What follows belongs to an exercise in optimizing a design on an open flow for small area; a production flow would make more cautious choices.
In this exercise RTL edits were held to simulation tests only and were not proved equivalent to the original.
Power figures rest on the tool's default switching activity, not on a simulated workload. The flow treats the clock pin as an ideal source, which a real chip does not have.

## ddr_memory_rtl
module ddr_memory_rtl #(
    parameter ADDR_WIDTH = 4,
    parameter DATA_WIDTH = 32,
    parameter MEM_SIZE   = 16
) (
    input  logic                  clk,
    input  logic                  reset,
    input  logic                  wr,        
    input  logic                  rd,        
    input  logic [ADDR_WIDTH-1:0] addr,      
    input  logic [DATA_WIDTH-1:0] wdata,     
    output logic [DATA_WIDTH-1:0] rdata,     
    output logic                  response
);
  logic [DATA_WIDTH-1:0] mem[0:MEM_SIZE-1];
  logic [MEM_SIZE-1:0]   valid;
  logic [MEM_SIZE-1:0]   we;
  logic [MEM_SIZE-1:0]   sel;
  logic [DATA_WIDTH-1:0] rd_next;
  always_comb begin
    for (int i = 0; i < MEM_SIZE; i++) begin
      we[i]  = wr && addr == ADDR_WIDTH'(i);
      sel[i] = rd && valid[i] && addr == ADDR_WIDTH'(i);
    end
  end
  always_ff @(posedge clk or posedge reset) begin
    if (reset) begin
      valid    <= '0;
      response <= 1'b0;
    end else begin
      valid    <= valid | we;
      response <= wr;
    end
  end
  always_ff @(posedge clk) begin
  ...
Size in the first run: roughly 990 cells after synthesis, ~560 flip-flops, ~73 I/O pins, ~20000 µm² of cells after synthesis.
clock: 4.0 ns
lec_check: 0
cap_margin: 0
core_margin: 2
core_utilization: 85
cts_buf_list: sky130_fd_sc_hd__clkbuf_16
cts_cluster_diameter: 100
cts_cluster_size: 30
slew_margin: 0
standard.sh (not shown) runs the stock make flow with config.mk's settings and CLKGATE_MAP_FILE= SYNTH_SCRIPT=/design/flow/synth_recipe.tcl, a recipe that flattens the netlist after the stock synthesis.
==> flow/flow/run.sh <==
#!/bin/bash
# Standard layout, with the port buffers built from the smallest buffer cell and
# the clock tree built without dummy balancing loads.
set -euo pipefail
export BUFFER_PORTS_ARGS="-buffer_cell sky130_fd_sc_hd__buf_1"
export CTS_ARGS="-sink_clustering_enable -repair_clock_nets -buf_list sky130_fd_sc_hd__clkbuf_16 -sink_clustering_size 30 -sink_clustering_max_diameter 100 -dont_use_dummy_load"
bash standard.sh > standard_flow.log 2>&1
==> next run, changes <==
==> flow/flow/run.sh (replaced) <==
#!/bin/bash
# The standard layout (standard.sh), with three changes to how it is built:
#  - synthesis is synth_recipe.tcl unchanged, except that its technology mapping
#    call (abc) runs flow/abc_area.script, an area-oriented mapping, in place of
#    ORFS's speed script;
#  - the port buffers use the smallest buffer cell;
#  - the clock tree is built from large clusters of clkbuf_16, without dummy loads.
# Each tool's output goes to the logs under orfs/logs and to flow_standard.log.
set -euo pipefail
W=$PWD
cat > "$W/flow_synth.tcl" <<EOF
proc abc {args} {
  set i [lsearch -exact \$args -script]
  if {\$i >= 0} { lset args [expr {\$i + 1}] {$W/flow/abc_area.script} }
  yosys abc {*}\$args
}
source {$W/synth_recipe.tcl}
EOF
sed "s#SYNTH_SCRIPT=[^ ]*#SYNTH_SCRIPT=$W/flow_synth.tcl#" standard.sh > flow_standard.sh
grep -q "SYNTH_SCRIPT=$W/flow_synth.tcl" flow_standard.sh
export BUFFER_PORTS_ARGS="-buffer_cell sky130_fd_sc_hd__buf_1"
export CTS_ARGS="-sink_clustering_enable -repair_clock_nets -buf_list sky130_fd_sc_hd__clkbuf_16 -sink_clustering_size 33 -sink_clustering_max_diameter 100 -dont_use_dummy_load"
bash flow_standard.sh > flow_standard.log 2>&1
==> flow/flow/abc_area.script (new file) <==
strash
&get -n
&st
&dch
&nf -R 1000 -C 32
&put
- CORE_UTILIZATION: 85 -> 75
- PLACE_DENSITY: not set -> 0.85
Result: This time the run finished but fails on max-capacitance violations, max-slew violations; final cell count decreases by 0.60%; worst setup slack gains 35 ps; via count drops by 7.2%.
==> next run, changes <==
--- a/flow/flow/run.sh
+++ b/flow/flow/run.sh
@@ -7 +7,4 @@
-#  - the clock tree is built from large clusters of clkbuf_16, without dummy loads.
+#  - the clock tree is built from large clusters of clkbuf_16, without dummy loads;
+#  - before the resizer's repair after global placement, flow/upsize.tcl swaps the
+#    buffers timing-driven placement put on internal high-fanout nets for
+#    stronger drivers of those nets.
@@ -21,0 +25 @@
+export PRE_RESIZE_TCL="$W/flow/upsize.tcl"
==> flow/flow/upsize.tcl (new file) <==
# Before the resizer's repair: take out the buffers that timing-driven global
# placement put on internal nets (never a port's buffer), and give the drivers
# of the high-fanout nets left the strongest drive of their own cell family.
set bufs {}
foreach cell [get_cells *] {
  set ref [get_property $cell ref_name]
  if {![regexp {^sky130_fd_sc_hd__buf_[0-9]+$} $ref]} { continue }
  set port 0
  foreach pin [get_pins -of_objects $cell] {
    set net [get_nets -quiet -of_objects $pin]
    if {$net ne "" && [llength [get_ports -quiet -of_objects $net]] > 0} { set port 1 }
  }
  if {!$port} { lappend bufs [get_full_name $cell] }
}
puts "upsize.tcl: removing [llength $bufs] internal buffers"
if {[llength $bufs] > 0} { remove_buffers {*}$bufs }
set n_up 0
foreach cell [get_cells *] {
  set ref [get_property $cell ref_name]
  if {![regexp {^(sky130_fd_sc_hd__(and|nand|nor|or)[0-9][a-z]*)_([12])$} $ref -> fam]} { continue }
  foreach pin [get_pins -of_objects $cell -filter "direction == output"] {
    set net [get_nets -quiet -of_objects $pin]
    if {$net eq ""} { continue }
    set nload [llength [get_pins -quiet -of_objects $net -filter "direction == input"]]
    if {$nload > 12 && [llength [get_ports -quiet -of_objects $net]] == 0 &&
        [llength [get_lib_cells -quiet */${fam}_4]] > 0} {
      replace_cell $cell ${fam}_4
      incr n_up
    }
  }
}
puts "upsize.tcl: upsized $n_up drivers"
- CORE_UTILIZATION: 75 -> 70
- PLACE_DENSITY: 0.85 -> not set
=> This time the run produced a clean layout. Synthesized cell count does not change. Register-to-register slack is better by 570 ps. Global-route usage drops by 6.4 points. First-iteration DRC count drops by a quarter to a third. Die area climbs by a few percent. Cell area drops slightly. Clock power hardly moves. Total power is about the same. Maximum frequency climbs by about a fifth.
==> next run, changes <==
--- a/flow/flow/run.sh
+++ b/flow/flow/run.sh
@@ -7,4 +7 @@
-#  - the clock tree is built from large clusters of clkbuf_16, without dummy loads;
-#  - before the resizer's repair after global placement, flow/upsize.tcl swaps the
-#    buffers timing-driven placement put on internal high-fanout nets for
-#    stronger drivers of those nets.
+#  - the clock tree is built from large clusters of clkbuf_16, without dummy loads.
@@ -22 +19 @@
-sed "s#SYNTH_SCRIPT=[^ ]*#SYNTH_SCRIPT=$W/flow_synth.tcl#" standard.sh > flow_standard.sh
+sed -e "s#SYNTH_SCRIPT=[^ ]*#SYNTH_SCRIPT=$W/flow_synth.tcl MATCH_CELL_FOOTPRINT=0#" standard.sh > flow_standard.sh
@@ -25 +21,0 @@
-export PRE_RESIZE_TCL="$W/flow/upsize.tcl"
- CORE_UTILIZATION: 70 -> 75
removed: flow/flow/upsize.tcl
=> Worst hold slack is better by 17 ps. Global-route usage rose by 4.3 points. Cell count rose by 0.46%. Cell area rose by 0.32%. Synthesized area does not change. Sequential share of layout area fell by 0.25 points. Setup slack is worse by 240 ps. Non-clock buffer count rose by 17. Via count rose by 4.7%. Clock skew fell by 4.8 ps. Routed wire length rose by 5.1%.
==> next run, changes <==
--- a/flow/flow/run.sh
+++ b/flow/flow/run.sh
@@ -2 +2 @@
-# The standard layout (standard.sh), with three changes to how it is built:
+# The standard layout (standard.sh), with four changes to how it is built:
@@ -7 +7,4 @@
-#  - the clock tree is built from large clusters of clkbuf_16, without dummy loads.
+#  - the clock tree is built from large clusters of clkbuf_16, without dummy loads;
+#  - before the resizer's repair after global placement, flow/upsize.tcl swaps the
+#    buffers timing-driven placement put on internal high-fanout nets for
+#    stronger drivers of those nets.
@@ -19 +22 @@
-sed -e "s#SYNTH_SCRIPT=[^ ]*#SYNTH_SCRIPT=$W/flow_synth.tcl MATCH_CELL_FOOTPRINT=0#" standard.sh > flow_standard.sh
+sed "s#SYNTH_SCRIPT=[^ ]*#SYNTH_SCRIPT=$W/flow_synth.tcl#" standard.sh > flow_standard.sh
@@ -22 +25,2 @@
-export CTS_ARGS="-sink_clustering_enable -repair_clock_nets -buf_list sky130_fd_sc_hd__clkbuf_16 -sink_clustering_size 33 -sink_clustering_max_diameter 100 -dont_use_dummy_load"
+export PRE_RESIZE_TCL="$W/flow/upsize.tcl"
+export CTS_ARGS="-sink_clustering_enable -repair_clock_nets -buf_list sky130_fd_sc_hd__clkbuf_8 -sink_clustering_size 21 -sink_clustering_max_diameter 120 -dont_use_dummy_load"
==> flow/flow/upsize.tcl (new file) <==
# Before the resizer's repair: take out the buffers that timing-driven global
# placement put on internal nets (never a port's buffer), and give the drivers
# of the high-fanout nets left the next drive strength of their own cell family.
set bufs {}
foreach cell [get_cells *] {
  set ref [get_property $cell ref_name]
  if {![regexp {^sky130_fd_sc_hd__buf_[0-9]+$} $ref]} { continue }
  set port 0
  foreach pin [get_pins -of_objects $cell] {
    set net [get_nets -quiet -of_objects $pin]
    if {$net ne "" && [llength [get_ports -quiet -of_objects $net]] > 0} { set port 1 }
  }
  if {!$port} { lappend bufs [get_full_name $cell] }
}
puts "upsize.tcl: removing [llength $bufs] internal buffers"
if {[llength $bufs] > 0} { remove_buffers {*}$bufs }
set n_up 0
foreach cell [get_cells *] {
  set ref [get_property $cell ref_name]
  if {![regexp {^(sky130_fd_sc_hd__(and|nand|nor|or)[0-9][a-z]*)_1$} $ref -> fam]} { continue }
  foreach pin [get_pins -of_objects $cell -filter "direction == output"] {
    set net [get_nets -quiet -of_objects $pin]
    if {$net eq ""} { continue }
    set nload [llength [get_pins -quiet -of_objects $net -filter "direction == input"]]
    if {$nload > 12 && [llength [get_ports -quiet -of_objects $net]] == 0 &&
        [llength [get_lib_cells -quiet */${fam}_2]] > 0} {
      replace_cell $cell ${fam}_2
      incr n_up
    }
  }
}
puts "upsize.tcl: upsized $n_up drivers"
- CORE_UTILIZATION: 75 -> 70
Outcome: Wire length shrinks by a few percent. Worst setup slack improves by 88 ps. Cell area went down slightly. Hold slack degrades by 92 ps. Die area rose by a few percent.

========
Another version of the RTL of ddr_memory_rtl (not shown whole).
Size in the first run: about 1000 cells after synthesis, about 560 flip-flops, roughly 73 I/O pins, ~0.020 mm2 of cells after synthesis.
==> flow/config.mk <==
export PLATFORM = sky130hd
export DESIGN_NAME = ddr_memory_rtl
export DESIGN_NICKNAME = ddr_memory_rtl
export VERILOG_FILES = /design/flow/design.v
export SDC_FILE = /design/flow/constraint.sdc
export NUM_CORES = 4
export LEC_CHECK = 0
export CAP_MARGIN = 20
export CORE_MARGIN = 2
export CORE_UTILIZATION = 40
export CTS_BUF_LIST = sky130_fd_sc_hd__clkbuf_8
export CTS_CLUSTER_SIZE = 20
export SLEW_MARGIN = 20
==> flow/constraint.sdc <==
create_clock -name core_clock -period 4.0 [get_ports {clk}]
set_input_delay 0.8000 -clock core_clock [delete_from_list [all_inputs] [get_ports {clk}]]
set_output_delay 0.8000 -clock core_clock [all_outputs]
set_load 0.01 [all_outputs]
run.sh (not shown) runs the stock make flow with config.mk's settings and CLKGATE_MAP_FILE= SYNTH_SCRIPT=/design/flow/synth_recipe.tcl, a recipe that flattens the netlist after the stock synthesis.
Stock flow here: none of the scripts above is used.
Change:
CORE_UTILIZATION = 60   (was 40)
CTS_BUF_LIST = sky130_fd_sc_hd__clkbuf_16   (was sky130_fd_sc_hd__clkbuf_8)
CTS_CLUSTER_DIAMETER = 60   (was unset)
CTS_CLUSTER_SIZE = 34   (was 20)
Outcome:
- The new run went through all stages and came out clean
- maximum frequency fell by a few percent
- non-clock buffer count decreases by 1
- core utilization rises by 22 points
- global-route usage came out higher by 8.3 points
- clock-buffer cell count decreases by 57
- power went down by a few percent
- die area decreases by a quarter to a third
- final area went down by a few percent
Change:
CTS_CLUSTER_DIAMETER = 100   (was 60)
CTS_CLUSTER_SIZE = 30   (was 34)
Result: Register-to-register slack barely changes. Setup slack gains 16 ps. Power decreases by about 12%. Wire length decreases by about 1.3%. Hold slack gains 9.2 ps. Clock skew increases by 5.6 ps.

========
Setup of run 1:
ddr_memory_rtl with an RTL version that a note above also has.
For scale: ~560 flip-flops, ~73 I/O pins, roughly 19,000 µm² of cells after synthesis.
==> flow/config.mk <==
export PLATFORM = sky130hd
export DESIGN_NAME = ddr_memory_rtl
export DESIGN_NICKNAME = ddr_memory_rtl
export VERILOG_FILES = /design/flow/design.v
export SDC_FILE = /design/flow/constraint.sdc
export NUM_CORES = 4
export LEC_CHECK = 0
export CAP_MARGIN = 0
export CORE_MARGIN = 2
export CORE_UTILIZATION = 75
export CTS_BUF_LIST = sky130_fd_sc_hd__clkbuf_16
export CTS_CLUSTER_DIAMETER = 100
export CTS_CLUSTER_SIZE = 30
export SLEW_MARGIN = 0
==> flow/constraint.sdc <==
create_clock -name core_clock -period 4.0 [get_ports {clk}]
set_input_delay 0.8000 -clock core_clock [delete_from_list [all_inputs] [get_ports {clk}]]
set_output_delay 0.8000 -clock core_clock [all_outputs]
set_load 0.01 [all_outputs]
standard.sh (not shown) runs the stock make flow with config.mk's settings and CLKGATE_MAP_FILE= SYNTH_SCRIPT=/design/flow/synth_recipe.tcl, a recipe that flattens the netlist after the stock synthesis.
==> flow/flow/run.sh <==
#!/bin/bash
# The standard layout (standard.sh), with three changes to how it is built:
#  - synthesis is synth_recipe.tcl unchanged, except that its technology mapping
#    call (abc) runs flow/abc_area.script, an area-oriented mapping, in place of
#    ORFS's speed script;
#  - the port buffers use the smallest buffer cell;
#  - the clock tree is built from large clusters of clkbuf_16, without dummy loads.
# Each tool's output goes to the logs under orfs/logs and to flow_standard.log.
set -euo pipefail
W=$PWD
cat > "$W/flow_synth.tcl" <<EOF
proc abc {args} {
  set i [lsearch -exact \$args -script]
  if {\$i >= 0} { lset args [expr {\$i + 1}] {$W/flow/abc_area.script} }
  yosys abc {*}\$args
}
source {$W/synth_recipe.tcl}
EOF
sed "s#SYNTH_SCRIPT=[^ ]*#SYNTH_SCRIPT=$W/flow_synth.tcl#" standard.sh > flow_standard.sh
grep -q "SYNTH_SCRIPT=$W/flow_synth.tcl" flow_standard.sh
export BUFFER_PORTS_ARGS="-buffer_cell sky130_fd_sc_hd__buf_1"
export CTS_ARGS="-sink_clustering_enable -repair_clock_nets -buf_list sky130_fd_sc_hd__clkbuf_16 -sink_clustering_size 40 -sink_clustering_max_diameter 60 -dont_use_dummy_load"
bash flow_standard.sh > flow_standard.log 2>&1
==> flow/flow/abc_area.script <==
strash
&get -n
&st
&dch
&nf -R 1000 -C 32
&put
Input changes introduced in run 2 (baseline for comparison: run 1):
Settings: swapping 75 for 70 in CORE_UTILIZATION.
diff --git a/flow/flow/run.sh b/flow/flow/run.sh
--- a/flow/flow/run.sh
+++ b/flow/flow/run.sh
@@ -1,3 +1,3 @@
 #!/bin/bash
-# The standard layout (standard.sh), with three changes to how it is built:
+# The standard layout (standard.sh), with four changes to how it is built:
 #  - synthesis is synth_recipe.tcl unchanged, except that its technology mapping
@@ -6,3 +6,6 @@
 #  - the port buffers use the smallest buffer cell;
-#  - the clock tree is built from large clusters of clkbuf_16, without dummy loads.
+#  - the clock tree is built from large clusters of clkbuf_16, without dummy loads;
+#  - before the resizer's repair after global placement, flow/upsize.tcl swaps the
+#    buffers timing-driven placement put on internal high-fanout nets for
+#    stronger drivers of those nets.
 # Each tool's output goes to the logs under orfs/logs and to flow_standard.log.
@@ -21,3 +24,4 @@
 export BUFFER_PORTS_ARGS="-buffer_cell sky130_fd_sc_hd__buf_1"
-export CTS_ARGS="-sink_clustering_enable -repair_clock_nets -buf_list sky130_fd_sc_hd__clkbuf_16 -sink_clustering_size 40 -sink_clustering_max_diameter 60 -dont_use_dummy_load"
+export PRE_RESIZE_TCL="$W/flow/upsize.tcl"
+export CTS_ARGS="-sink_clustering_enable -repair_clock_nets -buf_list sky130_fd_sc_hd__clkbuf_8 -sink_clustering_size 18 -sink_clustering_max_diameter 60 -dont_use_dummy_load"
 bash flow_standard.sh > flow_standard.log 2>&1
==> flow/flow/upsize.tcl (new file) <==
# Before the resizer's repair: take out the buffers that timing-driven global
# placement put on internal nets (never a port's buffer), and give the drivers
# of the high-fanout nets left the next drive strength of their own cell family.
set bufs {}
foreach cell [get_cells *] {
  set ref [get_property $cell ref_name]
  if {![regexp {^sky130_fd_sc_hd__buf_[0-9]+$} $ref]} { continue }
  set port 0
  foreach pin [get_pins -of_objects $cell] {
    set net [get_nets -quiet -of_objects $pin]
    if {$net ne "" && [llength [get_ports -quiet -of_objects $net]] > 0} { set port 1 }
  }
  if {!$port} { lappend bufs [get_full_name $cell] }
}
puts "upsize.tcl: removing [llength $bufs] internal buffers"
if {[llength $bufs] > 0} { remove_buffers {*}$bufs }
set n_up 0
foreach cell [get_cells *] {
  set ref [get_property $cell ref_name]
  if {![regexp {^(sky130_fd_sc_hd__(and|nand|nor|or)[0-9][a-z]*)_1$} $ref -> fam]} { continue }
  foreach pin [get_pins -of_objects $cell -filter "direction == output"] {
    set net [get_nets -quiet -of_objects $pin]
    if {$net eq ""} { continue }
    set nload [llength [get_pins -quiet -of_objects $net -filter "direction == input"]]
    if {$nload > 12 && [llength [get_ports -quiet -of_objects $net]] == 0 &&
        [llength [get_lib_cells -quiet */${fam}_2]] > 0} {
      replace_cell $cell ${fam}_2
      incr n_up
    }
  }
}
puts "upsize.tcl: upsized $n_up drivers"
[summary]
- Slew at the pin closest to its max-slew limit ends up lower on run 2.
- In run 2 the horizontal extent of the die turned out 3.4% higher than in run 1.
- Diff run 1 -> run 2: initial DRC count moved down; post-route total power decreased 5.9%; data arrival time of the critical path moved up; cell area now smaller.
- Run 2 ended up with a lower routed wire length than run 1 did.
- The biggest fanout along the worst timing path in run 2 was higher than what run 1 gave.
- Looking at ratio of final minimum period to clock period, run 2 sits 0.76 points higher than run 1 does.
> inputs changed (run 2 -> run 3)
Settings: CORE_UTILIZATION: 70 -> 80.
==> flow/flow/run.sh <==
#!/bin/bash
# The standard layout (standard.sh), with three changes to how it is built:
#  - synthesis is synth_recipe.tcl unchanged, except that its technology mapping
#    call (abc) runs flow/abc_area.script, an area-oriented mapping, in place of
#    ORFS's speed script;
#  - the port buffers use the smallest buffer cell;
#  - the clock tree is built from large clusters of clkbuf_16, without dummy loads.
# Each tool's output goes to the logs under orfs/logs and to flow_standard.log.
set -euo pipefail
W=$PWD
cat > "$W/flow_synth.tcl" <<EOF
proc abc {args} {
  set i [lsearch -exact \$args -script]
  if {\$i >= 0} { lset args [expr {\$i + 1}] {$W/flow/abc_area.script} }
  yosys abc {*}\$args
}
source {$W/synth_recipe.tcl}
EOF
sed "s#SYNTH_SCRIPT=[^ ]*#SYNTH_SCRIPT=$W/flow_synth.tcl#" standard.sh > flow_standard.sh
grep -q "SYNTH_SCRIPT=$W/flow_synth.tcl" flow_standard.sh
export BUFFER_PORTS_ARGS="-buffer_cell sky130_fd_sc_hd__buf_1"
export CTS_ARGS="-sink_clustering_enable -repair_clock_nets -buf_list sky130_fd_sc_hd__clkbuf_16 -sink_clustering_size 33 -sink_clustering_max_diameter 100 -dont_use_dummy_load"
bash flow_standard.sh > flow_standard.log 2>&1
removed: flow/flow/upsize.tcl
Findings:
- Diff run 2 -> run 3: number of logic stages on the critical path including buffering went up by 1, total power consumption of the routed design went up by 59 µW, leakage power figure went up by 1.3%, initial DRC count went up by about 34%.
- Comparing run 3 and run 2, placement-stage cell area is higher on run 3.
- Global-route wire length before repair grows by a few percent when moving from run 2 to run 3.
--- input diff run 3..run 4 ---
Settings: swapping 80 for 75 in CORE_UTILIZATION.
==> flow/flow/run.sh <==
#!/bin/bash
# Standard layout, with the port buffers built from the smallest buffer cell and
# the clock tree built without dummy balancing loads.
set -euo pipefail
export BUFFER_PORTS_ARGS="-buffer_cell sky130_fd_sc_hd__buf_1"
export CTS_ARGS="-sink_clustering_enable -repair_clock_nets -buf_list sky130_fd_sc_hd__clkbuf_16 -sink_clustering_size 30 -sink_clustering_max_diameter 100 -dont_use_dummy_load"
bash standard.sh > standard_flow.log 2>&1
removed: flow/flow/abc_area.script
## What came out
- The higher synthesized area of run 3 and run 4 is in run 4.
- Taking run 3 as the reference, in run 4 global-route wire length before repair +1.6%, post-layout total power +150 µW.
- Startpoint of the worst setup timing path: addr[2] -> run 3, addr[1] -> run 4
- rdata[0] as the last element of the critical path was reported by run 4, and rdata[18] by run 3.
- Looking at pre-CTS setup slack, run 4 sits 0.047 ns above run 3.
- Run 4 vs. run 3: sequential cell area fraction in the yosys report went down by 3.0 points.

[separate check: timing with driven ports]
The flow's constraints put no driver on any port. The routed layouts listed below were extracted and timed again, unchanged, in two steps. Step 1, drivers: a clkbuf_16 drives clk and a buf_2 each remaining input, both assumed. Step 2, shift: input delay + t, output delay - t, t = (earliest + latest rising clock arrival at the registers) / 2. This alone moves slack from input paths to output paths. a / b / c = no drivers / after step 1 / after step 2; a / b = the first two.
run	shift t [ns]	slack for setup (ns)	worst setup path after step 2	latest minus earliest clock arrival (ns)	worst register clock-pin slew, ns
the first run of note 1	0.609	1.128 / 1.155 / 0.546	input to register	0.045 / 0.044	0.12 / 0.12
the second run of note 1	0.590	1.163 / 1.189 / 0.599	input to register	0.044 / 0.044	0.12 / 0.12
the third run of note 1	0.589	1.651 / 1.681 / 1.092	input to register	0.034 / 0.033	0.12 / 0.12
the fourth run of note 1	0.581	1.407 / 1.427 / 0.846	input to register	0.031 / 0.031	0.12 / 0.12
the fifth run of note 1	0.669	1.495 / 1.517 / 0.849	input to register	0.029 / 0.029	0.12 / 0.12
the first run of note 2	0.695	1.275 / 1.302 / 0.608	input to register	0.035 / 0.035	0.06 / 0.06
the second run of note 2	0.587	1.139 / 1.165 / 0.578	input to register	0.031 / 0.031	0.10 / 0.10
the third run of note 2	0.609	1.155 / 1.182 / 0.574	input to register	0.034 / 0.033	0.12 / 0.12
run 1	0.615	1.441 / 1.467 / 0.852	input to register	0.048 / 0.048	0.12 / 0.12
run 2	0.595	1.411 / 1.436 / 0.841	input to register	0.059 / 0.059	0.11 / 0.11
run 3	0.589	1.350 / 1.367 / 0.777	input to register	0.035 / 0.035	0.12 / 0.12
run 4	0.595	1.528 / 1.552 / 0.958	input to register	0.033 / 0.033	0.11 / 0.11
The setup slack of the first run of note 2, which loses most, moves by +0.027 ns with the drivers and by -0.667 ns with both steps.
